From an optimization exercise on the open Yosys and OpenROAD flow, aimed at small area, a short achievable clock period and few clock cycles per item; shortcuts taken in it are not production practice.
In this exercise RTL edits were held to simulation tests only and were not proved equivalent to the original.

## flow/design.v (module list and top-level ports; edited modules follow where they fit)
// module prince_enc: 1570 lines
module prince_enc (
    input  wire         clk,
    input  wire         rst,         
    input  wire         in_valid,
    output wire         in_ready,
    input  wire [63:0]  plaintext,
    input  wire [127:0] key,         
    output wire         out_valid,
    output wire [63:0]  ciphertext
);
  // ...
==> flow/run.sh <==
#!/bin/bash
# synth_recipe.tcl (not shown) runs the flow's synth.tcl, then flattens the netlist and writes it again
# the make line also repeats each setting of config.mk as NAME=value (left out here)
make -C /OpenROAD-flow-scripts/flow DESIGN_CONFIG=/design/flow/config.mk WORK_HOME=/design/flow/orfs CLKGATE_MAP_FILE= SYNTH_SCRIPT=/design/flow/synth_recipe.tcl finish
==> flow/config.mk <==
export PLATFORM = sky130hd
export DESIGN_NAME = prince_enc
export DESIGN_NICKNAME = prince_enc
export VERILOG_FILES = /design/flow/design.v
export SDC_FILE = /design/flow/constraint.sdc
export NUM_CORES = 4
export LEC_CHECK = 0
export CAP_MARGIN = 20
export CORE_MARGIN = 2
export CORE_UTILIZATION = 60
export PLACE_DENSITY = 0.72
export SLEW_MARGIN = 20
==> flow/constraint.sdc <==
create_clock -name core_clock -period 22.0 [get_ports {clk}]
set_input_delay 4.4000 -clock core_clock [delete_from_list [all_inputs] [get_ports {clk}]]
set_output_delay 4.4000 -clock core_clock [all_outputs]
set_load 0.01 [all_outputs]
==> notes.md, run 1 <==
- Worst-path cell chain: clkdlybuf4s50_1
- IO Pins: about 260
- Share of post-route cells with drive strength above 1: 0.0530
- M2 GR Usage: 0.604
- Register area: ~0.017 mm^2
- Setup TNS: 0 ps
- Cts repair resizes: 0
- Fmax: 169 MHz
- Final ANT Viol Nets: 0
- Largest class: multi-input gates
- H-tree Lvls: 3
- Seq Cell Count: roughly 840
- WL met2: between 70000 and 80000 um
- Worst setup SP type: register
- Max-cap viol count: 0
- Antenna violations before repair: 10
- Clk_skew: ~89 ps
- Largest net degree at the start of global routing: 16
- # port buffers: between 200 and 300
- Clock latency (worst-skew pair): 680 ps
- Synth cell types: 105
- Leading cell type in the layout, fill and taps excluded: xnor2_1
- Met3 routed WL: around 12000 um
- Status: complete, no violations
- Post-synth top cells: 1384 x xnor2_1, 837 x dfxtp_1, 574 x xor2_1
- Fin. Hold Viols: 0
- Hpwl dp: between 100000 and 150000 um
- Post-synthesis async set-or-reset flop share: 0
- Vias/cell: approximately 5.8
- Ys Warns: 1
- Crit path max-delay cell type: clkdlybuf4s50_1
- Final WS setup: between 15000 and 20000 ps
- Initial Util: 0.604
- CP Launch Point: st4[48]
- Fillers: about 7000
- Routing usage on met1: 0.472
- Period utilization: 0.269
- Largest area contributor in the netlist: dfxtp_1
- Cells after Synth: between 5000 and 6000
- Placed insts: 6744
- Synth Area in XOR/XNOR: 0.421
Testbench counts, summed over its fixed seeds: cycles 2,088, items 2,048.
==> run 2, diff against run 1 <==
==> flow/flow/run.sh (new file) <==
#!/bin/bash
# Standard ORFS layout; repair_timing aims for 16.4 ns of setup slack so the
# flow sizes the critical paths instead of stopping at the 22 ns constraint.
set -euo pipefail
bash standard.sh SETUP_SLACK_MARGIN=16.4 finish > standard_finish.log 2>&1
==> flow/standard.sh (new file) <==
#!/bin/bash
# synth_recipe.tcl (not shown) runs the flow's synth.tcl, then flattens the netlist and writes it again
# the make line also repeats each setting of config.mk as NAME=value (left out here)
make -C /OpenROAD-flow-scripts/flow DESIGN_CONFIG=/design/flow/config.mk WORK_HOME=/design/flow/orfs CLKGATE_MAP_FILE= SYNTH_SCRIPT=/design/flow/synth_recipe.tcl "${@:-finish}"
removed: flow/run.sh
==> notes.md, run 2 <==
- Post-synthesis async set-or-reset flop share: 0 (unchanged)
- GRT Total Usage: 0.367
- Die height: about 300 um
- Synth Area in Simple Gates: 0.0762
- Hpwl dp: 140000 um (unchanged)
- P&R area growth vs syn: 12.4%
- Adder-cell share of the synthesized area: 0.00520
- Max Buffers Root-to-Sink: 3
- Clk_skew: 94.1 ps (+4.65 ps)
- Fmax: 180 MHz (+6.4%)
- Worst-path maximum fanout: 1
- Initial DRC Count: around 3700
- Num rows: 108
- CTS sink cnt: around 840
- Largest family of logic cells by synthesized area: XOR/XNOR gates
- Final WL: between 150000 and 200000 um
- H-tree Lvls: 3 (unchanged)
- Largest delay share family, worst path: flip-flops
- Mux contribution to synthesized area: 0.0138
- Ys flop type: dfxtp_1
- Die Wd: ~300 um
- Clock latency (worst-skew pair): 690 ps (about the same)
- Setup violators final: 0
- M1 WL: 69800 um
- First-pass GRT wire length: about 240000 um
- Final GP Congestion: 0.996
- Nets: between 5000 and 6000
- Initial Util: 0.604 (unchanged)
- Tightest Pin Transition: around 1100 ps
- Num CTS Buffers: a little over 80
- Setup TNS: 0 ps (unchanged)
- Final Core Density: 0.679
- Final cell count without fillers: about 7000
- Worst-path cell chain: clkdlybuf4s15_2
- Hold WC Path Type: register to register
- Yosys top cell area share: 0.321
- Die Area: roughly 0.089 mm^2
- GR Overflow Total: 0
- Worst setup SP type: register
- RSZ-0062 raised after global routing: false
- Min Tclk post-route: around 5600 ps
- CTS Hold Bufs: 0
- CP endpoint kind: output port
- Post-synthesis cell area: around 0.052 mm^2
- Vias/cell: 5.76 (-0.32%)
- Headroom to the max-slew limit: 0.242
- Most frequent cells in the layout: 1383 x xnor2_1, 837 x dfxtp_1, 574 x xor2_1, 318 x a21oi_1, 285 x nor2_1
- Buf/Inv on CP: 1
- Wire per inst: 24.4 um
- Finished layout cell area: 0.0587 mm^2
- Cells after Synth: 5367 (unchanged)
- Period utilization: 0.253 (-0.0163)
- CTS tree: built
- Worst path required time: around 18000 ps
- Vias in the first global route: roughly 36000
- Core area: between 0.08 and 0.09 mm^2
- Crit path max-delay cell type: dfxtp_1
- Leading cell type in the layout, fill and taps excluded: xnor2_1
- Synthesized flop and latch total: approximately 840
- Top cells by area, synth: dfxtp_1 32%, xnor2_1 23%, xor2_1 9.6%
- Top Layer Used: met5
- Placed insts: 6744 (unchanged)
- Met3 routed WL: 11400 um (-7.1%)
- Synth cell types: 105 (unchanged)
- DR vias: roughly 40000
- IO Pins: 261 (unchanged)
- Status: complete, no violations
- WL met2: 77500 um (+0.19%)
- Root Driver: clkbuf_16
- CP arrival: between 1000 and 1500 ps
- Synth Area in XOR/XNOR: 0.421 (unchanged)
- # DRC: 0
- Max-cap viol count: 0 (unchanged)
- Largest net degree at the start of global routing: 16 (unchanged)
- Worst setup path class: register to output port
- Seq/Total Area, Yosys: 0.321
- # port buffers: 259 (unchanged)
- Mean Syn Cell Area: 9.73 um^2
- First-pass DRT Iterations: 6
- Post-Place Cell Area: about 0.056 mm^2
- Fin. Hold Viols: 0 (unchanged)
- Final ANT Viol Nets: 0 (unchanged)
- Mapped Nets: roughly 5600
- Antenna violations before repair: 11 (+1)
- Critical path's largest stage delay: 310 ps
- Clock-pin slew on the worst setup and hold paths: roughly 60 ps
- Post-synth top cells: 1384 x xnor2_1, 837 x dfxtp_1, 574 x xor2_1
- Synth Area in Compound Gates: 0.151
- Share of post-route cells with drive strength above 1: 0.0643 (+0.0113)
- Final Max Slew Viols: 0
- Largest area contributor in the netlist: dfxtp_1
- Ys Warns: 1 (unchanged)
- Most frequent cell after synthesis: xnor2_1
- Number of flops mapped to enable cells by yosys: 0
[run 2: cell count changes in the layout (fill, tap and decap cells not counted)]
cell / delta
clkdlybuf4s50_1: -65
clkdlybuf4s15_2: +11
clkbuf_2: +5
diode_2: -2
buf_2: +49
[run 2: area by class of cell]
cell class              count  area (um^2)
repair buffers            259         2340
multi-input cells        4373        34800
fillers                  6932        27800
clock buffers             114         2360
well taps                1155         1450
diodes                      4         10.0
flip-flops and latches    837        16800
inverters                 120          450
clock inverters            32          492
[run 2: kinds of logic (layout without fill, tap and decap cells)]
group,Yosys count,in the layout
xor gates and xnor gates,2191,2191
AOI/OAI and AO/OA,1231,1231
and+or+nand+nor,853,853
DFF,837,837
buffers and inverters,157,525
muxes,70,70
adders and majority gates,27,27
other,1,5
[run 2: worst paths after layout]
check | from | endpoint | slack, ps | depth (start not counted)
setup / recovery | st4[22] | ciphertext[22] | 16430 | 1
hold / removal | k0_1[10] | k0_2[10] | 310 | 0
setup reg to reg | k1_1[45] | st2[39] | 16740 | 13
hold reg to reg | k0_1[10] | k0_2[10] | 310 | 0
[run 2: per-stage QoR]
step                      setup WS, ps  hold slack [ps]
after floorplan                  17250              310
after global placement           16160              310
after detailed placement         16160              312
after CTS                        16370              294
after global routing             16400              307
final                            16430              306
[run 2: metal layers]
layer / GRT usage / up-vias
met5: 0 / -
li1: - / 18900
met3: 0.0511 / 408
met1: 0.473 / 18800
met2: 0.604 / 1590
met4: 0.181 / 2
[run 2: timing repair]
| item | 4_1_cts | 5_1_grt |
|---|---|---|
| cloned | 0 | 0 |
| setup buffers | 0 | 0 |
| setup endpoints to repair | 65 | 28 |
| resized for setup | 216 | 28 |
==> run 3, diff against run 2 <==
==> flow/flow/run.sh (replaced) <==
#!/bin/bash
# Standard ORFS layout; repair_timing aims for 16.8 ns of setup slack so the
# flow sizes the critical paths instead of stopping at the 22 ns constraint.
set -euo pipefail
bash standard.sh SETUP_SLACK_MARGIN=16.8 finish > standard_finish.log 2>&1
==> notes.md, run 3 <==
- Initial DRC Count: 3685 (-1.4%)
- Final WL: 169000 um (+0.17%)
- Clk_skew: 90.1 ps (-4.01 ps)
- DR vias: 39800 (+0.31%)
- Headroom to the max-slew limit: 0.311 (+0.0696)
- Top cells by area, synth: dfxtp_1 32%, xnor2_1 23%, xor2_1 9.6%
- Worst-path maximum fanout: 1 (unchanged)
- Most frequent cells in the layout: 1377 x xnor2_1, 808 x dfxtp_1, 573 x xor2_1, 318 x a21oi_1, 285 x nor2_1
- CTS tree: built
- Worst setup SP type: register
- Num CTS Buffers: 83 (unchanged)
- P&R area growth vs syn: 12.7%
- Largest net degree at the start of global routing: 16 (unchanged)
- Worst hold slack: 305 ps (-1.10 ps)
- Ys flop type: dfxtp_1
- Buf/Inv on CP: 1 (unchanged)
- GR Overflow Total: 0 (unchanged)
- Root Driver: clkbuf_16
- Synth cell types: 105 (unchanged)
- # port buffers: 259 (unchanged)
- Largest delay share family, worst path: flip-flops
- H-tree Lvls: 3 (unchanged)
- First-pass GRT wire length: 239000 um (about the same)
- Final Max Slew Viols: 0 (unchanged)
- Post-synthesis cell area: 0.0522 mm^2 (unchanged)
- Die Wd: 299 um (unchanged)
- Die height: 299 um (unchanged)
- Initial Util: 0.604 (unchanged)
- Most frequent cell after synthesis: xnor2_1
- Seq/Total Area, Yosys: 0.321 (unchanged)
- Vias/cell: 5.78 (+0.31%)
- Num rows: 108 (unchanged)
- Cells after Synth: 5367 (unchanged)
- RSZ-0062 raised after global routing: true
- Setup TNS: 0 ps (unchanged)
- Mean Syn Cell Area: 9.73 um^2 (unchanged)
- First-pass DRT Iterations: 6 (unchanged)
- Finished layout cell area: 0.0589 mm^2 (+0.32%)
- Leading cell type in the layout, fill and taps excluded: xnor2_1
- Register area: 0.0168 mm^2 (+0.22%)
- Fin. Hold Viols: 0 (unchanged)
- CTS Hold Bufs: 0 (unchanged)
- Die Area: 0.0894 mm^2 (unchanged)
- Final WS setup: 16510 ps (+85.0 ps)
- Min Tclk post-route: 5490 ps (-85.0 ps)
- # DRC: 0 (unchanged)
- Multi-input gate area: 0.0349 mm^2 (+0.21%)
- Clock latency (worst-skew pair): 680 ps (about the same)
- Min-delay src: k0_1[10]
- Clock-pin slew on the worst setup and hold paths: 70 ps (about the same)
- Tightest Pin Transition: 1020 ps (-103 ps)
- Worst path required time: 17600 ps (about the same)
- Max-cap viol count: 0 (unchanged)
- GRT Total Usage: 0.367 (about the same)
- Synthesized flop and latch total: 837 (unchanged)
- Status: complete, no violations
- Hpwl dp: 140000 um (unchanged)
- Final ANT Viol Nets: 0 (unchanged)
- Fillers: 6908 (-0.35%)
- CP arrival: 1090 ps (-80 ps)
- Period utilization: 0.249 (-0.00386)
- Max Buffers Root-to-Sink: 3 (unchanged)
- Worst-path cell chain: buf_6
- Hold WC Path Type: register to register
- Critical path's largest stage delay: 320 ps (about the same)
- Fmax: 182 MHz (+1.5%)
- Ys Warns: 1 (unchanged)
- Share of post-route cells with drive strength above 1: 0.0713 (+0.00697)
- Final GP Congestion: 0.996 (unchanged)
- Core area: 0.0865 mm^2 (unchanged)
- Worst setup path class: register to output port
- Nets: 5869 (unchanged)
- Reg2Reg Launch Point: k1_1[4]
- Yosys top cell area share: 0.321 (unchanged)
- Pre-CTS setup slack: 16160 ps (unchanged)
- Post-Place Cell Area: 0.0561 mm^2 (unchanged)
- Number of flops mapped to enable cells by yosys: 0 (unchanged)
- Wire per inst: 24.5 um (+0.17%)
- Crit path max-delay cell type: dfxtp_2
- Vias in the first global route: 36500 (+0.080%)
- Largest area contributor in the netlist: dfxtp_1
- Mapped Nets: 5562 (unchanged)
- CP Launch Point: st4[62]
- Antenna violations before repair: 9 (-2)
- CTS sink cnt: 837 (unchanged)
- IO Pins: 261 (unchanged)
- Post-synthesis async set-or-reset flop share: 0 (unchanged)
- Setup violators final: 0 (unchanged)
- Post-synth top cells: 1384 x xnor2_1, 837 x dfxtp_1, 574 x xor2_1
- CP endpoint kind: output port
==> run 3: kinds of logic (layout without fill, tap and decap cells) <==
group           after synthesis  after routing  share of synthesized area
xor+xnor                   2191           2191                      0.421
compound gates             1231           1231                      0.151
simple gates                853            853                     0.0762
flops                       837            837                      0.321
buf+inv                     157            525                     0.0121
mux                          70             70                     0.0138
fa+ha+maj                    27             27                    0.00520
other cells                   1              5                  0.0000718
==> run 3: layout make-up <==
type	instances	area share
Antenna cell	4	0.000170
Clock buffer	114	0.0400
Clock inverter	32	0.00835
Inverter	120	0.00765
Multi-Input combinational cell	4373	0.593
Sequential cell	837	0.285
Tap cell	1155	0.0245
Timing Repair Buffer	259	0.0411
==> run 3: per-layer routing <==
| metal | share of wire | GRT usage |
|---|---|---|
| met4 | 0.056 | 0.179 |
| met5 | 0.000071 | 0 |
| met2 | 0.46 | 0.605 |
| met1 | 0.41 | 0.473 |
| met3 | 0.074 | 0.0518 |
==> run 3: path summary, 6_finish.rpt <==
kind | slack (ps) | to | cells after the start
setup reg to reg | 16850 | st2[49] | 14
hold reg to reg | 300 | k0_2[10] | 0
hold / removal | 300 | k0_2[10] | 0
setup / recovery | 16510 | ciphertext[62] | 1
==> run 3: stage by stage <==
stage / util / std cells
after global routing: 0.681 / 6891
final: 0.681 / 6894
after detailed placement: 0.648 / 6744
after floorplan: - / 5367
after global placement: 0.648 / 6744
after CTS: 0.679 / 6890
==> run 3: repair_timing <==
action | CTS | global route
setup endpoints to repair | 65 | 115
gates resized for setup | 284 | 44
setup buffers | 0 | 0
gates cloned | 0 | 0
==> run 4, diff against run 3 <==
==> flow/flow/run.sh (replaced) <==
#!/bin/bash
# Standard ORFS layout with two changes: repair_timing aims for 16.8 ns of setup
# slack (so the flow sizes the critical paths instead of stopping at the 22 ns
# constraint), and ports are buffered with buf_1 (repair upsizes where needed).
set -euo pipefail
bash standard.sh SETUP_SLACK_MARGIN=16.8 "BUFFER_PORTS_ARGS=-buffer_cell sky130_fd_sc_hd__buf_1" finish > standard_finish.log 2>&1
==> notes.md, run 4 <==
- Min-delay src: k0_2[46]
- Hold WC Path Type: register to register
- Initial Util: 0.604 (unchanged)
- P&R area growth vs syn: 10.6%
- Fmax: 180 MHz (-1.1%)
- Tightest Pin Transition: 1130 ps (+107 ps)
- Largest net degree at the start of global routing: 17 (+1)
- Reg2Reg Launch Point: k1_1[4]
- Most frequent cell after synthesis: xnor2_1
- Ys flop type: dfxtp_1
- Cells after Synth: 5367 (unchanged)
- Buf/Inv on CP: 1 (unchanged)
- Yosys top cell area share: 0.321 (unchanged)
- Largest delay share family, worst path: flip-flops
- Final ANT Viol Nets: 0 (unchanged)
- GRT Total Usage: 0.365 (-0.00162)
- Post-synth top cells: 1384 x xnor2_1, 837 x dfxtp_1, 574 x xor2_1
- Die height: 299 um (unchanged)
- Largest area contributor in the netlist: dfxtp_1
- Vias/cell: 5.83 (+0.79%)
- Clock latency (worst-skew pair): 720 ps (+40 ps)
- First-pass DRT Iterations: 7 (+1)
- Max Buffers Root-to-Sink: 3 (unchanged)
- CTS sink cnt: 837 (unchanged)
- Wire per inst: 24.4 um (-0.12%)
- CP arrival: 1150 ps (+60 ps)
- # port buffers: 259 (unchanged)
- Antenna violations before repair: 11 (+2)
- Die Wd: 299 um (unchanged)
- Worst setup path class: register to output port
- CTS Hold Bufs: 0 (unchanged)
- Ys Warns: 1 (unchanged)
- IO Pins: 261 (unchanged)
- Clock-pin slew on the worst setup and hold paths: 60 ps (about the same)
- Post-Place Cell Area: 0.0545 mm^2 (-2.9%)
- Share of post-route cells with drive strength above 1: 0.0718 (+0.000436)
- Setup violators final: 0 (unchanged)
- Mapped Nets: 5562 (unchanged)
- Number of flops mapped to enable cells by yosys: 0 (unchanged)
- Min Tclk post-route: 5550 ps (+62.9 ps)
- CP Launch Point: st4[62]
- Final WL: 169000 um (about the same)
- # DRC: 0 (unchanged)
- Top cells by area, synth: dfxtp_1 32%, xnor2_1 23%, xor2_1 9.6%
- Root Driver: clkbuf_16
- Synth cell types: 105 (unchanged)
- Post-synthesis cell area: 0.0522 mm^2 (unchanged)
- H-tree Lvls: 3 (unchanged)
- Crit path max-delay cell type: dfxtp_2
- Final GP Congestion: 1.02 (+2.3%)
- Worst path required time: 17600 ps (about the same)
- Final Max Slew Viols: 0 (unchanged)
- Finished layout cell area: 0.0577 mm^2 (-1.9%)
- GR Overflow Total: 0 (unchanged)
- Fin. Hold Viols: 0 (unchanged)
- Num rows: 108 (unchanged)
- Leading cell type in the layout, fill and taps excluded: xnor2_1
- Max-cap viol count: 0 (unchanged)
- Headroom to the max-slew limit: 0.241 (-0.0704)
- Worst setup SP type: register
- Mean Syn Cell Area: 9.73 um^2 (unchanged)
- Core area: 0.0865 mm^2 (unchanged)
- RSZ-0062 raised after global routing: true
- DR vias: 40200 (+0.88%)
- Hpwl dp: 139000 um (-0.56%)
- Most frequent cells in the layout: 1381 x xnor2_1, 809 x dfxtp_1, 573 x xor2_1, 318 x a21oi_1, 285 x nor2_1
- CTS tree: built
- Clk_skew: 75.4 ps (-14.7 ps)
- Post-CTS Setup Bufs: 0 (unchanged)
- Synthesized flop and latch total: 837 (unchanged)
- Vias in the first global route: 36600 (+0.34%)
- Initial DRC Count: 4130 (+12%)
- First-pass GRT wire length: 238000 um (-0.35%)
- CP endpoint kind: output port
- Die Area: 0.0894 mm^2 (unchanged)
- Setup TNS: 0 ps (unchanged)
- Worst-path maximum fanout: 1 (unchanged)
- Period utilization: 0.252 (+0.00286)
- Num CTS Buffers: 84 (+1.2%)
- Seq/Total Area, Yosys: 0.321 (unchanged)
- Post-synthesis async set-or-reset flop share: 0 (unchanged)
- Worst-path cell chain: buf_6
- Status: complete, no violations
- Critical path's largest stage delay: 320 ps (about the same)
- Nets: 5870 (+0.017%)
-- run 4: metal layers --
layer,track usage,share of wire,routed length [um],vias to the layer above
met5,0,0,0,-
met4,0.194,0.061,10300,0
met3,0.0546,0.083,14000,446
met2,0.596,0.46,77300,1786
met1,0.468,0.40,67000,19100
li1,-,-,-,18900
-- run 4: layout make-up --
type,instances,area (um^2)
repair buffers,259,1220
well taps,1155,1450
diodes,3,7.51
fillers,6905,28700
inverters,120,450
flip-flops and latches,837,16800
clock inverters,39,564
multi-input cells,4373,34900
clock buffers,114,2380
-- run 4: worst reg2reg max path, cell delays in order, from the launching register on --
cell and delay [ps]:
dfxtp_1 760, xor2_1 410, a21oi_1 130, a21oi_1 400, xnor2_1 220, xnor2_1 450
o21ai_0 200, a22oi_1 500, xnor2_1 300, xnor2_1 510, nand2_1 110, o211ai_1 110
nand2_1 180, xnor2_1 220, xnor2_1 380
-- run 4: kinds of logic (layout without fill, tap and decap cells) --
logic type               after synthesis  in the layout  share of synthesized area
multiplexers                          70             70                     0.0138
other                                  1              4                  0.0000718
adder cells (fa/ha/maj)               27             27                    0.00520
flip-flops                           837            837                      0.321
AO/OA/AOI/OAI                       1231           1231                      0.151
XOR/XNOR                            2191           2191                      0.421
AND/OR/NAND/NOR                      853            853                     0.0762
buffers and inverters                157            532                     0.0121
-- run 4: worst paths after layout --
check	depth (start not counted)	slack, ps	to
setup reg to reg	14	16950	st2[24]
hold / removal	0	260	k0_3[46]
hold reg to reg	0	260	k0_3[46]
setup / recovery	1	16450	ciphertext[62]
-- run 4: what timing repair did --
action / in CTS / in global routing
gates resized for setup: 79 / 49
setup endpoints to repair: 65 / 113
cloned: 0 / 0
-- run 4: through the flow --
step	hold slack, ps	utilization	worst slack, ps	std cells
2_1_floorplan	310	-	17250	5367
3_3_place_gp	310	0.630	16750	6744
3_5_place_dp	312	0.630	16710	6744
4_1_cts	261	0.665	16420	6897
5_1_grt	264	0.668	16410	6897
6_report	257	0.668	16450	6900
==> run 5, diff against run 4 <==
--- a/flow/config.mk
+++ b/flow/config.mk
@@ -8,5 +8,6 @@
 export CAP_MARGIN = 20
 export CORE_MARGIN = 2
 export CORE_UTILIZATION = 60
+export CTS_BUF_LIST = sky130_fd_sc_hd__clkbuf_8
 export PLACE_DENSITY = 0.72
 export SLEW_MARGIN = 20
==> notes.md, run 5 <==
- Period utilization: 0.259 (+0.00715)
- # DRC: 0 (unchanged)
- Fin. Hold Viols: 0 (unchanged)
- Die Area: 0.0894 mm^2 (unchanged)
- CP endpoint kind: output port
- CTS Hold Bufs: 0 (unchanged)
- Vias/cell: 5.78 (-0.69%)
- Number of flops mapped to enable cells by yosys: 0 (unchanged)
- Hold WC Path Type: register to register
- Worst-path cell chain: buf_6
- Synthesized flop and latch total: 837 (unchanged)
- Final WL: 168000 um (-0.15%)
- Mapped Nets: 5562 (unchanged)
- Tightest Pin Transition: 1160 ps (+35.6 ps)
- Yosys top cell area share: 0.321 (unchanged)
- Largest area contributor in the netlist: dfxtp_1
- Reg2reg setup slack: 16950 ps (about the same)
- Num CTS Buffers: 132 (+57%)
- Min-delay src: k0_2[47]
- CTS sink cnt: 837 (unchanged)
- H-tree Lvls: 4 (+1)
- Crit path max-delay cell type: dfxtp_2
- IO Pins: 261 (unchanged)
- Fmax: 175 MHz (-2.8%)
- Die Wd: 299 um (unchanged)
- Leading cell type in the layout, fill and taps excluded: xnor2_1
- Ys flop type: dfxtp_1
- Post-CTS Setup Bufs: 0 (unchanged)
- Status: complete, no violations
- Seq/Total Area, Yosys: 0.321 (unchanged)
- Worst path required time: 17600 ps (about the same)
- Worst setup path class: register to output port
- Worst setup SP type: register
- Worst-path maximum fanout: 1 (unchanged)
- Nets: 5918 (+0.82%)
- Root Driver: clkbuf_8
- Buf/Inv on CP: 1 (unchanged)
- Clock latency (worst-skew pair): 860 ps (+140 ps)
- Setup violators final: 0 (unchanged)
- Antenna violations before repair: 13 (+2)
- Fillers: 6907 (+0.029%)
- Post-synthesis cell area: 0.0522 mm^2 (unchanged)
- M1 WL: 67600 um (+0.95%)
- WL met2: 77600 um (+0.47%)
- Setup TNS: 0 ps (unchanged)
- Die height: 299 um (unchanged)
- RSZ-0062 raised after global routing: true
- Largest delay share family, worst path: flip-flops
- Top cells by area, synth: dfxtp_1 32%, xnor2_1 23%, xor2_1 9.6%
- Finished layout cell area: 0.0577 mm^2 (-0.13%)
- Most frequent cell after synthesis: xnor2_1
- Wire per inst: 24.1 um (-1.2%)
- Hpwl dp: 139000 um (unchanged)
- Vias in the first global route: 36800 (+0.65%)
- Initial DRC Count: 3988 (-3.4%)
- Critical path's largest stage delay: 360 ps (+40 ps)
- Share of post-route cells with drive strength above 1: 0.0800 (+0.00825)
- Clk_skew: 60.3 ps (-15.1 ps)
- GRT Total Usage: 0.366 (+0.000663)
- First-pass DRT Iterations: 6 (-1)
- Top Layer Used: met5
- Mean Syn Cell Area: 9.73 um^2 (unchanged)
- CP Launch Point: st4[55]
- Synth cell types: 105 (unchanged)
- DR vias: 40300 (+0.37%)
- CTS tree: built
- Final Max Slew Viols: 0 (unchanged)
- Final GP Congestion: 1.02 (unchanged)
- Final ANT Viol Nets: 0 (unchanged)
- Headroom to the max-slew limit: 0.217 (-0.0240)
- Cells after Synth: 5367 (unchanged)
- Post-Place Cell Area: 0.0545 mm^2 (unchanged)
- Num rows: 108 (unchanged)
- Most frequent cells in the layout: 1382 x xnor2_1, 808 x dfxtp_1, 573 x xor2_1, 318 x a21oi_1, 285 x nor2_1
- CP arrival: 1310 ps (+160 ps)
- Post-synth top cells: 1384 x xnor2_1, 837 x dfxtp_1, 574 x xor2_1
- Met3 routed WL: 13700 um (-2.1%)
- Post-synthesis async set-or-reset flop share: 0 (unchanged)
- Min Tclk post-route: 5710 ps (+157 ps)
- GR Overflow Total: 0 (unchanged)
- Ys Warns: 1 (unchanged)
- Reg2Reg Launch Point: k1_1[6]
- Max Buffers Root-to-Sink: 3 (unchanged)
- Final Core Density: 0.667 (-0.000869)
- First-pass GRT wire length: 238000 um (about the same)
- Max-cap viol count: 0 (unchanged)
- Largest net degree at the start of global routing: 17 (unchanged)
- Core area: 0.0865 mm^2 (unchanged)
- Initial Util: 0.604 (unchanged)
- # port buffers: 259 (unchanged)
- Clock-pin slew on the worst setup and hold paths: 70 ps (about the same)
- P&R area growth vs syn: 10.4%
## run 5: cell types whose count changed in the layout (fill, tap and decap cells not counted), moves of 2 or more
| cell | change |
|---|---|
| inv_6 | -4 |
| inv_16 | +4 |
| clkbuf_8 | +140 |
| clkinv_4 | -4 |
| clkinvlp_4 | -3 |
| bufinv_16 | +2 |
| diode_2 | +4 |
| clkbuf_16 | -84 |
| clkinv_16 | -4 |
| inv_1 | +29 |
| clkbuf_1 | -13 |
| inv_12 | +5 |
## run 5: path summary, 6_finish.rpt
path,end,cells after the start
hold / removal,k0_3[47],0
setup reg to reg,st2[27],13
hold reg to reg,k0_3[47],0
setup / recovery,ciphertext[55],1
## run 5: cell type report
class | instances | area, um^2 | area share
Multi-Input combinational cell | 4373 | 34900 | 0.605
Sequential cell | 837 | 16800 | 0.291
Clock buffer | 157 | 2160 | 0.0375
Tap cell | 1155 | 1450 | 0.0251
Timing Repair Buffer | 259 | 1230 | 0.0213
Clock inverter | 66 | 709 | 0.0123
Inverter | 120 | 450 | 0.00781
Antenna cell | 7 | 17.5 | 0.000304
## run 5: repair_timing
item	CTS	global route
endpoints found under the setup margin	65	107
pin swaps	0	0
resized for setup	82	46
## run 5: worst register-to-register path, stage by stage, from the launching register on
cell and delay (ps):
dfxtp_1 870, xnor2_1 280, a21boi_0 310, a2bb2oi_1 480, xnor2_1 150, xnor2_1 480
a211oi_1 140, a211oi_1 490, xnor2_1 210, xnor2_1 420, inv_1 110, o21ai_0 370
xor2_1 180, xnor2_1 400
## run 5: layer usage
layer,GRT usage,up-vias
met5,0,-
li1,-,19000
met3,0.0586,430
met1,0.468,19200
met4,0.185,6
met2,0.599,1764
## run 5: logic make-up after synthesis
group | Yosys count | share of synthesized area
buffers and inverters | 157 | 0.0121
XOR/XNOR | 2191 | 0.421
adder cells (fa/ha/maj) | 27 | 0.00520
other | 1 | 0.0000718
flip-flops | 837 | 0.321
AO/OA/AOI/OAI | 1231 | 0.151
AND/OR/NAND/NOR | 853 | 0.0762
multiplexers | 70 | 0.0138
## run 5: through the flow
step / instances / setup WS (ps) / hold slack, ps
6_report: 6974 / 16290 / 306
5_1_grt: 6968 / 16250 / 318
4_1_cts: 6967 / 16240 / 314
3_5_place_dp: 6744 / 16710 / 312
3_3_place_gp: 6744 / 16750 / 310
2_1_floorplan: 5367 / 17250 / 310
==> run 6, diff against run 5 <==
==> flow/flow/run.sh (replaced) <==
#!/bin/bash
# Own layout flow: the standard flow, with three changes.
#  1. After the standard synthesis, the combinational logic is re-mapped for
#     area by ABC (flow/resynth.ys.in); registers keep their names and cells.
#  2. repair_timing aims for MARGIN ns of setup slack, so the flow sizes the
#     critical paths instead of stopping at the 22 ns constraint.
#  3. Ports are buffered with buf_1 (repair upsizes where needed).
set -euo pipefail
MARGIN=16.8
VARS=(SETUP_SLACK_MARGIN=$MARGIN "BUFFER_PORTS_ARGS=-buffer_cell sky130_fd_sc_hd__buf_1")
bash standard.sh "${VARS[@]}" synth > standard_synth.log 2>&1
R=orfs/results/${FLOW_PLATFORM:-sky130hd}/prince_enc/base
LIB=$FLOW_HOME/platforms/sky130hd/lib/sky130_fd_sc_hd__tt_025C_1v80.lib
YOSYS=$(command -v yosys || echo "$FLOW_HOME/../tools/install/yosys/bin/yosys")
cp $R/1_2_yosys.v standard_1_2_yosys.v
printf 'set_driving_cell sky130_fd_sc_hd__buf_1\nset_load 5\n' > resynth.constr
sed -e "s#@LIB@#$LIB#g" -e "s#@IN@#standard_1_2_yosys.v#" -e "s#@TOP@#${FLOW_TOP:-prince_enc}#" \
    -e "s#@CONSTR@#resynth.constr#" -e "s#@D@#5000#" -e "s#@OUT@#resynth.v#" flow/resynth.ys.in > resynth.ys
"$YOSYS" -l resynth.log -q resynth.ys > /dev/null 2>&1
cp resynth.v $R/1_2_yosys.v
rm -f $R/1_synth.odb $R/1_synth.sdc
bash standard.sh "${VARS[@]}" finish > standard_finish.log 2>&1
==> flow/flow/resynth.ys.in (new file) <==
# Re-map the combinational logic of the standard synthesis netlist for area
# with ABC; flip-flops and tie cells are kept as they are (same instances,
# same names and cell types).
read_liberty -overwrite -ignore_miss_func @LIB@
read_verilog @IN@
hierarchy -top @TOP@
setattr -mod -set keep_hierarchy 1 sky130_fd_sc_hd__df* sky130_fd_sc_hd__conb_1
flatten
opt_clean -purge
abc -liberty @LIB@ -dont_use sky130_fd_sc_hd__probe_p_8 -dont_use sky130_fd_sc_hd__probec_p_8 -dont_use *lpflow* -constr @CONSTR@ -D @D@ -script "+strash; &get -n; &st; &syn2; &dch -f; &nf -R 1000; &put; topo; stime -c"
opt_clean -purge
blackbox sky130_fd_sc_hd__df* sky130_fd_sc_hd__conb_1
stat -liberty @LIB@
write_verilog -noattr -nohex -nodec @OUT@
--- a/flow/config.mk
+++ b/flow/config.mk
@@ -8,6 +8,5 @@
 export CAP_MARGIN = 20
 export CORE_MARGIN = 2
 export CORE_UTILIZATION = 60
-export CTS_BUF_LIST = sky130_fd_sc_hd__clkbuf_8
 export PLACE_DENSITY = 0.72
 export SLEW_MARGIN = 20
==> notes.md, run 6 <==
- Die Area: 0.0808 mm^2 (-9.6%)
- Gr busiest metal: met2
- Min Tclk post-route: 5520 ps (-190 ps)
- Tightest Pin Transition: 935 ps (-227 ps)
- Worst setup path class: register to output port
- Final Core Density: 0.683 (+0.0165)
- Initial DRC Count: 3476 (-13%)
- Die height: 284 um (-4.9%)
- GR Overflow Total: 0 (unchanged)
- Nets: 5869 (-0.83%)
- Vias/cell: 5.70 (-1.5%)
- Worst hold slack: 298 ps (-8.13 ps)
- Leading cell type in the layout, fill and taps excluded: xnor2_1
- Crit path max-delay cell type: dfxtp_2
- Final Max Slew Viols: 0 (unchanged)
- Initial Util: 0.608 (+0.00395)
- Die Wd: 284 um (-4.9%)
- P&R area growth vs syn: 12.4%
- Hpwl dp: 130000 um (-6.3%)
- Setup TNS: 0 ps (unchanged)
- Post-Place Cell Area: 0.0494 mm^2 (-9.2%)
- Wire per inst: 23.2 um (-3.8%)
- Clk_skew: 46.3 ps (-14.0 ps)
- Largest delay share family, worst path: flip-flops
- CTS tree: built
- H-tree Lvls: 3 (-1)
- Clock-pin slew on the worst setup and hold paths: 70 ps (about the same)
- Max-cap viol count: 0 (unchanged)
- Worst setup SP type: register
- CP endpoint kind: output port
- RSZ-0062 raised after global routing: true
- Num rows: 102 (-5.6%)
- CTS Hold Bufs: 0 (unchanged)
- Final WL: 158000 um (-6.3%)
- Setup violators final: 0 (unchanged)
- Buf/Inv on CP: 1 (unchanged)
- Post-synthesis cell area: 0.0472 mm^2 (-9.7%)
- Max Buffers Root-to-Sink: 3 (unchanged)
- Routing usage on met1: 0.436 (-0.0326)
- Largest net degree at the start of global routing: 17 (unchanged)
- CP arrival: 1120 ps (-190 ps)
- Headroom to the max-slew limit: 0.370 (+0.153)
- Worst-path maximum fanout: 1 (unchanged)
- Met3 Use GR: 0.0527 (-0.00587)
- First-pass GRT wire length: 224000 um (-5.9%)
- Clock latency (worst-skew pair): 690 ps (-170 ps)
- Core area: 0.0776 mm^2 (-10%)
- Worst path required time: 17600 ps (about the same)
- Mean Syn Cell Area: 8.86 um^2 (-8.9%)
- DR vias: 38700 (-4.2%)
- Hold WC Path Type: register to register
- Vias in the first global route: 35900 (-2.5%)
- Num CTS Buffers: 88 (-33%)
- # DRC: 0 (unchanged)
- # port buffers: 259 (unchanged)
- Fillers: 6398 (-7.4%)
- Final ANT Viol Nets: 0 (unchanged)
- Critical path's largest stage delay: 320 ps (-40 ps)
- GRT Total Usage: 0.377 (+0.0108)
- Status: complete, no violations
- Share of post-route cells with drive strength above 1: 0.0470 (-0.0330)
- Mapped Nets: 5516 (-0.83%)
- Ys Warns: 1 (unchanged)
- Root Driver: clkbuf_16
- Fin. Hold Viols: 0 (unchanged)
- IO Pins: 261 (unchanged)
- Period utilization: 0.251 (-0.00863)
- Antenna violations before repair: 13 (unchanged)
- Fmax: 181 MHz (+3.4%)
- Worst-path cell chain: buf_6
- Most frequent cells in the layout: 1321 x xnor2_1, 810 x dfxtp_1, 702 x xor2_1, 476 x nor2_1, 382 x a21oi_1
- Cells after Synth: 5321 (-0.86%)
- M2 GR Usage: 0.628 (+0.0286)
- Finished layout cell area: 0.0530 mm^2 (-8.1%)
- First-pass DRT Iterations: 8 (+2)
- Final GP Congestion: 1.04 (+2.5%)
- CTS sink cnt: 837 (unchanged)
run 6: area by class of cell:
cell class	instances	area, um^2	share of cell area
diodes	7	17.5	0.000330
inverters	151	567	0.0107
clock inverters	43	596	0.0112
clock buffers	114	2460	0.0464
well taps	1040	1300	0.0245
repair buffers	263	1250	0.0236
flip-flops and latches	837	16800	0.317
multi-input cells	4333	30000	0.566
run 6: worst paths after layout:
kind	start	endpoint	slack, ps	cells past startpoint
min	k0_1[18]	k0_2[18]	300	0
min reg2reg	k0_1[18]	k0_2[18]	300	0
max reg2reg	k1_1[61]	st2[4]	16990	16
max	vld[4]	out_valid	16480	1
run 6: routing by layer:
metal	share of wire	routed length [um]	up-vias
met5	0.000044	7	-
met2	0.46	72600	1668
li1	-	-	18500
met4	0.092	14400	2
met1	0.38	59300	18000
met3	0.072	11300	532
run 6: repair_timing:
item | 4_1_cts | 5_1_grt
pin swaps | 0 | 1
gates resized for setup | 80 | 69
cloned | 0 | 0
setup buffers | 0 | 4
setup endpoints to repair | 65 | 148
run 6: metrics by stage:
| step | worst slack (ps) | std cells |
|---|---|---|
| 3_5_place_dp | 16940 | 6620 |
| 6_report | 16480 | 6788 |
| 4_1_cts | 16460 | 6777 |
| 3_3_place_gp | 17000 | 6620 |
| 5_1_grt | 16440 | 6781 |
| 2_1_floorplan | 17250 | 5321 |
==> run 7, diff against run 6 <==
--- a/flow/config.mk
+++ b/flow/config.mk
@@ -8,5 +8,7 @@
 export CAP_MARGIN = 20
 export CORE_MARGIN = 2
 export CORE_UTILIZATION = 60
+export CTS_CLUSTER_DIAMETER = 60
+export CTS_CLUSTER_SIZE = 30
 export PLACE_DENSITY = 0.72
 export SLEW_MARGIN = 20
==> notes.md, run 7 <==
- Status: complete, no violations
- Antenna violations before repair: 9 (-4)
- Num CTS Buffers: 66 (-25%)
- Ys Warns: 1 (unchanged)
- Mean Syn Cell Area: 8.86 um^2 (unchanged)
- CP endpoint kind: output port
- Num rows: 102 (unchanged)
- CTS sink cnt: 837 (unchanged)
- Final ANT Viol Nets: 0 (unchanged)
- Post-synthesis cell area: 0.0472 mm^2 (unchanged)
- Setup TNS: 0 ps (unchanged)
- Most frequent cells in the layout: 1319 x xnor2_1, 813 x dfxtp_1, 703 x xor2_1, 476 x nor2_1, 382 x a21oi_1
- Reg2reg setup slack: 16920 ps (-70 ps)
- Min-delay src: k0_1[45]
- Final WL: 157000 um (-0.56%)
- Critical path's largest stage delay: 320 ps (about the same)
- Pre-CTS setup slack: 16940 ps (unchanged)
- Buf/Inv on CP: 1 (unchanged)
- Fmax: 181 MHz (about the same)
- Worst path required time: 17600 ps (about the same)
- Initial DRC Count: 3430 (-1.3%)
- Min Tclk post-route: 5520 ps (+0.600 ps)
- Worst hold path depth: 0 (unchanged)
- Tightest Pin Transition: 971 ps (+35.6 ps)
- RSZ-0062 raised after global routing: true
- Die height: 284 um (unchanged)
- Largest net degree at the start of global routing: 31 (+14)
- Cells after Synth: 5321 (unchanged)
- # port buffers: 259 (unchanged)
- Setup violators final: 0 (unchanged)
- Final WS setup: 16480 ps (-0.600 ps)
- Max-cap viol count: 0 (unchanged)
- GR Overflow Total: 0 (unchanged)
- Path depth of the worst reg2reg path: 14 (-2)
- Root Driver: clkbuf_16
- Vias/cell: 5.72 (+0.34%)
- Worst r2r dst: st2[5]
- Share of post-route cells with drive strength above 1: 0.0419 (-0.00514)
- Crit path max-delay cell type: dfxtp_1
- Die Wd: 284 um (unchanged)
- Leading cell type in the layout, fill and taps excluded: xnor2_1
- Max Buffers Root-to-Sink: 3 (unchanged)
- Mapped Nets: 5516 (unchanged)
- H-tree Lvls: 3 (unchanged)
- # DRC: 0 (unchanged)
- DR vias: 38600 (-0.18%)
- Vias in the first global route: 35500 (-1.2%)
- Worst-path maximum fanout: 1 (unchanged)
- Hpwl dp: 130000 um (unchanged)
- Clock latency (worst-skew pair): 670 ps (-20 ps)
- Fillers: 6446 (+0.75%)
- Headroom to the max-slew limit: 0.348 (-0.0218)
- Final Max Slew Viols: 0 (unchanged)
- Worst setup path class: register to output port
- Worst setup SP type: register
- Worst Hold End: k0_2[45]
- Worst-path cell chain: buf_2
- Final GP Congestion: 1.04 (unchanged)
- Final Core Density: 0.678 (-0.00490)
- CTS tree: built
- First-pass GRT wire length: 223000 um (-0.76%)
- Fin. Hold Viols: 0 (unchanged)
- Die Area: 0.0808 mm^2 (unchanged)
- P&R area growth vs syn: 11.6%
- Initial Util: 0.608 (unchanged)
- IO Pins: 261 (unchanged)
- Clk_skew: 36.3 ps (-10.0 ps)
- Largest delay share family, worst path: flip-flops
- Core area: 0.0776 mm^2 (unchanged)
- GRT Total Usage: 0.374 (-0.00233)
- Clock-pin slew on the worst setup and hold paths: 100 ps (+30 ps)
- Hold WC Path Type: register to register
- CP arrival: 1120 ps (about the same)
- First-pass DRT Iterations: 6 (-2)
- Period utilization: 0.251 (about the same)
- Reg2Reg Launch Point: k1_1[2]
- CTS Hold Bufs: 0 (unchanged)
- Wire per inst: 23.2 um (about the same)
- Nets: 5847 (-0.37%)
[run 7: cell count changes in the layout (fill, tap and decap cells not counted), moves of 8 or more]
cell / delta
clkbuf_1: -8
clkinv_8: +8
clkbuf_16: -21
clkbuf_8: -15
inv_16: +11
clkinv_16: +8
clkinv_2: -10
[run 7: through the flow]
stage	hold WS [ps]	area (um^2)	cells
3_3_place_gp	311	49400	6620
4_1_cts	331	52200	6741
3_5_place_dp	312	49400	6620
6_report	327	52600	6753
5_1_grt	333	52600	6745
2_1_floorplan	310	47200	5321
[run 7: final cells by class]
cell class,count,area [um^2],area share
Multi-Input combinational cell,4333,30000,0.571
Inverter,151,567,0.0108
Clock buffer,70,1700,0.0323
Sequential cell,837,16800,0.319
Timing Repair Buffer,263,1230,0.0234
Clock inverter,51,996,0.0189
Antenna cell,8,20.0,0.000380
Tap cell,1040,1300,0.0247
[run 7: worst max path at each step]
| stage | from | end | slack, ps | cells after the start |
|---|---|---|---|---|
| floorplan | key[0] | st0[0] | 17250 | 2 |
| global placement | st2[14] | st3[41] | 17000 | 19 |
| detailed placement | st2[25] | st3[8] | 16940 | 15 |
| CTS | vld[4] | out_valid | 16460 | 1 |
| global route | vld[4] | out_valid | 16450 | 1 |
| finish | st4[46] | ciphertext[46] | 16480 | 1 |
[run 7: per-layer routing]
metal,up-vias,GRT usage,routed length (um)
li1,18400,-,-
met1,18000,0.435,59900
met2,1657,0.627,72300
met3,528,0.0502,10300
met4,2,0.286,14300
met5,-,0,7
[run 7: what timing repair did]
item | CTS | global route
gates resized for setup | 77 | 66
pin swaps | 0 | 1
endpoints found under the setup margin | 65 | 141
setup buffers | 0 | 4
==> run 8, diff against run 7 <==
--- a/flow/flow/run.sh
+++ b/flow/flow/run.sh
@@ -6,7 +6,7 @@
 #     critical paths instead of stopping at the 22 ns constraint.
 #  3. Ports are buffered with buf_1 (repair upsizes where needed).
 set -euo pipefail
-MARGIN=16.8
+MARGIN=16.6
 VARS=(SETUP_SLACK_MARGIN=$MARGIN "BUFFER_PORTS_ARGS=-buffer_cell sky130_fd_sc_hd__buf_1")
 bash standard.sh "${VARS[@]}" synth > standard_synth.log 2>&1
 R=orfs/results/${FLOW_PLATFORM:-sky130hd}/prince_enc/base
==> notes.md, run 8 <==
- Clock-pin slew on the worst setup and hold paths: 100 ps (about the same)
- Initial Util: 0.608 (unchanged)
- Cells after Synth: 5321 (unchanged)
- Min Tclk post-route: 5520 ps (+0.400 ps)
- Vias/cell: 5.70 (-0.26%)
- First-pass GRT wire length: 223000 um (unchanged)
- Setup violators final: 0 (unchanged)
- Largest net degree at the start of global routing: 31 (unchanged)
- Reg2reg setup slack: 16900 ps (-20 ps)
- Worst-path maximum fanout: 1 (unchanged)
- Reg2Reg Launch Point: st2[24]
- Max-cap viol count: 0 (unchanged)
- Worst r2r dst: st3[39]
- Leading cell type in the layout, fill and taps excluded: xnor2_1
- Post-Place Cell Area: 0.0494 mm^2 (unchanged)
- Max Buffers Root-to-Sink: 3 (unchanged)
- Hpwl dp: 130000 um (unchanged)
- Share of post-route cells with drive strength above 1: 0.0372 (-0.00471)
- Wire per inst: 23.2 um (-0.10%)
- Fin. Hold Viols: 0 (unchanged)
- RSZ-0062 raised after global routing: true
- Final ANT Viol Nets: 0 (unchanged)
- Worst setup path class: register to output port
- Vias in the first global route: 35500 (unchanged)
- Clk_skew: 32.5 ps (-3.73 ps)
- Mapped Nets: 5516 (unchanged)
- Hold WC Path Type: register to register
- Worst-path cell chain: buf_2
- CTS sink cnt: 837 (unchanged)
- Placed insts: 6620 (unchanged)
- CTS Hold Bufs: 0 (unchanged)
- Setup TNS: 0 ps (unchanged)
- Buf/Inv on CP: 1 (unchanged)
- Ys Warns: 1 (unchanged)
- Core area: 0.0776 mm^2 (unchanged)
- Die height: 284 um (unchanged)
- Die Area: 0.0808 mm^2 (unchanged)
- Final Core Density: 0.676 (-0.00277)
- # DRC: 0 (unchanged)
- CP arrival: 1120 ps (about the same)
- Post-synthesis cell area: 0.0472 mm^2 (unchanged)
- Die Wd: 284 um (unchanged)
- Nets: 5843 (-0.068%)
- Clock latency (worst-skew pair): 670 ps (about the same)
- IO Pins: 261 (unchanged)
- Largest delay share family, worst path: flip-flops
- Min-delay src: k0_1[45]
- Initial DRC Count: 3589 (+4.6%)
- Worst setup SP type: register
- Status: complete, no violations
- Period utilization: 0.251 (about the same)
- Final cell count without fillers: 6744 (-0.13%)
- Most frequent cells in the layout: 1330 x xnor2_1, 813 x dfxtp_1, 712 x xor2_1, 476 x nor2_1, 383 x a21oi_1
- DR vias: 38400 (-0.40%)
- Crit path max-delay cell type: dfxtp_1
- Worst hold slack: 327 ps (+0.516 ps)
- # port buffers: 259 (unchanged)
- Antenna violations before repair: 9 (unchanged)
- Num rows: 102 (unchanged)
- Finished layout cell area: 0.0524 mm^2 (-0.41%)
- Tightest Pin Transition: 1010 ps (+37.6 ps)
- Path depth of the worst reg2reg path: 19 (+5)
- P&R area growth vs syn: 11.2%
- CTS tree: built
- Levels on crit path: 1 (unchanged)
- Worst path required time: 17600 ps (about the same)
- Final WL: 156000 um (-0.24%)
- First-pass DRT Iterations: 6 (unchanged)
- Critical path's largest stage delay: 330 ps (about the same)
- Worst hold path depth: 0 (unchanged)
- Mean Syn Cell Area: 8.86 um^2 (unchanged)
- Fmax: 181 MHz (about the same)
- H-tree Lvls: 3 (unchanged)
- CP Launch Point: st4[16]
- CP endpoint kind: output port
- Worst Hold End: k0_2[45]
- Post-CTS Setup Bufs: 0 (unchanged)
- Root Driver: clkbuf_16
- GR Overflow Total: 0 (unchanged)
- GRT Total Usage: 0.374 (unchanged)
- Final Max Slew Viols: 0 (unchanged)
- Num CTS Buffers: 66 (unchanged)
- Headroom to the max-slew limit: 0.323 (-0.0252)
- Final GP Congestion: 1.04 (unchanged)
==> run 8: per-stage QoR <==
stage          setup slack [ps]
2_1_floorplan             17250
4_1_cts                   16460
5_1_grt                   16450
3_3_place_gp              17000
6_report                  16480
3_5_place_dp              16940
==> run 8: final cells by class <==
cell class,instances,area [um^2]
Fill cell,6485,25200
Antenna cell,3,7.51
Clock inverter,51,996
Multi-Input combinational cell,4333,29900
Sequential cell,837,16800
Timing Repair Buffer,259,1200
Tap cell,1040,1300
Inverter,151,567
Clock buffer,70,1700
==> run 8: worst max-delay path by stage <==
stage / endpoint / slack, ps
floorplan: st0[0] / 17250
global placement: st3[41] / 17000
detailed placement: st3[8] / 16940
CTS: out_valid / 16460
global route: out_valid / 16450
finish: ciphertext[16] / 16480
==> run 8: per-layer routing <==
metal	global-route usage	wire length (um)	vias up
li1	-	-	18400
met1	0.435	59500	17900
met2	0.627	71900	1581
met3	0.0502	10600	520
met4	0.286	14300	2
met5	0	7	-
==> run 8: repair_timing <==
action                                  CTS  global route
pin swaps                                 0             0
endpoints found under the setup margin   65            89
resized for setup                        77            40
cloned                                    0             0
==> run 9, diff against run 8 <==
--- a/flow/flow/run.sh
+++ b/flow/flow/run.sh
@@ -6,7 +6,7 @@
 #     critical paths instead of stopping at the 22 ns constraint.
 #  3. Ports are buffered with buf_1 (repair upsizes where needed).
 set -euo pipefail
-MARGIN=16.6
+MARGIN=16.8
 VARS=(SETUP_SLACK_MARGIN=$MARGIN "BUFFER_PORTS_ARGS=-buffer_cell sky130_fd_sc_hd__buf_1")
 bash standard.sh "${VARS[@]}" synth > standard_synth.log 2>&1
 R=orfs/results/${FLOW_PLATFORM:-sky130hd}/prince_enc/base
--- a/flow/config.mk
+++ b/flow/config.mk
@@ -7,8 +7,6 @@
 export LEC_CHECK = 0
 export CAP_MARGIN = 20
 export CORE_MARGIN = 2
-export CORE_UTILIZATION = 60
-export CTS_CLUSTER_DIAMETER = 60
-export CTS_CLUSTER_SIZE = 30
-export PLACE_DENSITY = 0.72
+export CORE_UTILIZATION = 70
+export PLACE_DENSITY = 0.8
 export SLEW_MARGIN = 20
==> notes.md, run 9 <==
- Status: complete, no violations
- Leading cell type in the layout, fill and taps excluded: xnor2_1
- Antenna violations before repair: 11 (+2)
- Setup violators final: 0 (unchanged)
- RSZ-0062 raised after global routing: true
- GRT Total Usage: 0.445 (+0.0710)
- Initial DRC Count: 3962 (+10%)
- Final GP Congestion: 1.06 (+1.7%)
- Path depth of the worst reg2reg path: 17 (-2)
- DR vias: 39700 (+3.3%)
- Die Wd: 264 um (-7.3%)
- Crit path max-delay cell type: dfxtp_2
- M2 GR Usage: 0.724 (+0.0968)
- Clock latency (worst-skew pair): 690 ps (+20 ps)
- P&R area growth vs syn: 11.8%
- Largest net degree at the start of global routing: 18 (-42%)
- Worst hold slack: 305 ps (-22.7 ps)
- CP arrival: 1130 ps (about the same)
- Fin. Hold Viols: 0 (unchanged)
- Gr busiest metal: met2
- Register area: 0.0168 mm^2 (about the same)
- Mean Syn Cell Area: 8.86 um^2 (unchanged)
- Critical path's largest stage delay: 330 ps (about the same)
- Wire per inst: 24.2 um (+4.3%)
- Headroom to the max-slew limit: 0.225 (-0.0978)
- Routing usage on met1: 0.488 (+0.0539)
- Buf/Inv on CP: 1 (unchanged)
- Period utilization: 0.251 (+0.000618)
- Cells after Synth: 5321 (unchanged)
- Final WL: 160000 um (+2.2%)
- CTS Hold Bufs: 0 (unchanged)
- Multi-input gate area: 0.0302 mm^2 (+1.1%)
- Worst setup SP type: register
- Initial Util: 0.705 (+0.0969)
- Max Buffers Root-to-Sink: 3 (unchanged)
- Ys Warns: 1 (unchanged)
- Worst-path cell chain: buf_6
- Worst-path maximum fanout: 1 (unchanged)
- Tightest Pin Transition: 1150 ps (+144 ps)
- Num rows: 95 (-6.9%)
- Met3 Use GR: 0.0861 (+0.0359)
- CP Launch Point: st4[13]
- Levels on crit path: 1 (unchanged)
- Most frequent cells in the layout: 1306 x xnor2_1, 821 x dfxtp_1, 696 x xor2_1, 476 x nor2_1, 382 x a21oi_1
- Die height: 264 um (-7.3%)
- Min Tclk post-route: 5530 ps (+13.6 ps)
- Worst r2r dst: st3[27]
- First-pass DRT Iterations: 7 (+1)
- H-tree Lvls: 3 (unchanged)
- Reg2Reg Launch Point: st2[25]
- Root Driver: clkbuf_16
- Final Max Slew Viols: 0 (unchanged)
- Final ANT Viol Nets: 0 (unchanged)
- Post-synthesis cell area: 0.0472 mm^2 (unchanged)
- # DRC: 0 (unchanged)
- First-pass GRT wire length: 229000 um (+2.8%)
- CTS sink cnt: 837 (unchanged)
- Setup TNS: 0 ps (unchanged)
- Core area: 0.0669 mm^2 (-14%)
- GR Overflow Total: 0 (unchanged)
- Fillers: 4664 (-28%)
- # port buffers: 259 (unchanged)
- Die Area: 0.0695 mm^2 (-14%)
- Crit path to: ciphertext[13]
- Share of post-route cells with drive strength above 1: 0.0486 (+0.0115)
- Hold WC Path Type: register to register
- Num CTS Buffers: 82 (+24%)
- IO Pins: 261 (unchanged)
- Vias/cell: 6.01 (+5.4%)
- Hpwl dp: 128000 um (-1.6%)
- Largest delay share family, worst path: flip-flops
- Worst setup path class: register to output port
- Nets: 5864 (+0.36%)
- Vias in the first global route: 37600 (+6.1%)
- CP endpoint kind: output port
- Mapped Nets: 5516 (unchanged)
- CTS tree: built
- Worst path required time: 17600 ps (about the same)
- Clock-pin slew on the worst setup and hold paths: 70 ps (-30 ps)
- Final Core Density: 0.788 (+0.112)
- Fmax: 181 MHz (-0.25%)
- Reg2reg setup slack: 16910 ps (about the same)
- Max-cap viol count: 0 (unchanged)
- Clk_skew: 49.7 ps (+17.2 ps)
## run 9: changes by cell type in the layout (fill, tap and decap cells not counted), moves of 9 or more
cell        change
xor2_1         -16
clkinv_2       +12
xnor2_1        -24
clkinvlp_4     +11
inv_16         -11
clkinv_16       -9
bufinv_16       +9
xnor2_2        +24
xor2_2         +16
clkbuf_16      +15
## run 9: final cells by class
cell class              instances  share of cell area
diodes                          1           0.0000475
clock inverters                53              0.0135
clock buffers                  98              0.0414
multi-input cells            4333               0.573
well taps                     873              0.0207
inverters                     151              0.0107
repair buffers                264              0.0226
flip-flops and latches        837               0.318
## run 9: worst min path at each step
stage | from | endpoint | slack (ps) | cells after the start
2_1_floorplan | k0_0[0] | k0_1[0] | 310 | 0
3_5_place_dp | k0_0[10] | k0_1[10] | 310 | 0
6_report | k0_1[2] | k0_2[2] | 300 | 0
5_1_grt | k0_1[2] | k0_2[2] | 300 | 0
3_3_place_gp | k0_1[10] | k0_2[10] | 310 | 0
4_1_cts | k0_1[2] | k0_2[2] | 290 | 0
## run 9: worst register-to-register path, delay by kind of cell (launching register included)
kind	cells	cell delay [ps]
DFF	1	430
xor gates and xnor gates	9	2960
AOI/OAI and AO/OA	5	1090
and+or+nand+nor	3	500
## run 9: what timing repair did
| item | CTS | global route |
|---|---|---|
| setup buffers | 0 | 5 |
| endpoints found under the setup margin | 65 | 124 |
| resized for setup | 73 | 76 |
| hold endpoints to repair | 0 | 0 |
| pin swaps | 0 | 3 |
## run 9: per-stage QoR
step / cells / cell area [um^2] / setup slack, ps
after floorplan: 5321 / 47200 / 17250
after global placement: 6453 / 49200 / 17060
after detailed placement: 6453 / 49200 / 16980
after CTS: 6604 / 52200 / 16460
after global routing: 6609 / 52700 / 16460
final: 6610 / 52700 / 16470
## run 9: routing by layer
layer,vias up,share of wire
met2,2020,0.45
met1,18500,0.35
li1,18500,-
met4,0,0.11
met3,722,0.084
met5,-,0

[static timing again, ports no longer ideal]
No port has a modelled driver above. Below, the same layouts with a new extraction and two added sets of constraints.
Step 1 (the two cells are an assumption about what drives the block):
set clk [get_ports {clk}]
set_driving_cell -lib_cell sky130_fd_sc_hd__clkbuf_16 $clk
set_driving_cell -lib_cell sky130_fd_sc_hd__buf_2 [delete_from_list [all_inputs] $clk]
Step 2 times the ports against the registers' clock, not the clock port: input delays grow and output delays shrink by t, the midpoint of the rising clock arrivals with the driver on.
a / b / c = ideal ports / drivers / drivers and shift; a / b = the first two.
| run | t (ns) | setup WS [ns] | slew at the worst register clock pin (ns) | worst data-port slew with drivers (ns) |
|---|---|---|---|---|
| run 1 | 0.710 | 16.072 / 16.001 / 16.241 | 0.07 / 0.07 | 0.11 |
| run 2 | 0.709 | 16.429 / 16.359 / 16.248 | 0.07 / 0.07 | 0.11 |
| run 3 | 0.709 | 16.514 / 16.444 / 16.246 | 0.07 / 0.07 | 0.10 |
| run 4 | 0.750 | 16.451 / 16.381 / 16.727 | 0.07 / 0.07 | 0.09 |
| run 5 | 0.891 | 16.294 / 16.228 / 16.674 | 0.09 / 0.09 | 0.08 |
| run 6 | 0.740 | 16.484 / 16.412 / 16.986 | 0.07 / 0.07 | 0.07 |
| run 7 | 0.731 | 16.483 / 16.409 / 16.917 | 0.10 / 0.10 | 0.06 |
| run 8 | 0.728 | 16.483 / 16.408 / 16.900 | 0.10 / 0.10 | 0.06 |
| run 9 | 0.738 | 16.469 / 16.398 / 16.914 | 0.08 / 0.08 | 0.07 |
After both steps every run listed still meets setup and hold. For run 3, which loses most, drivers alone change the setup slack by -0.070 ns; drivers and shift together by -0.268 ns.
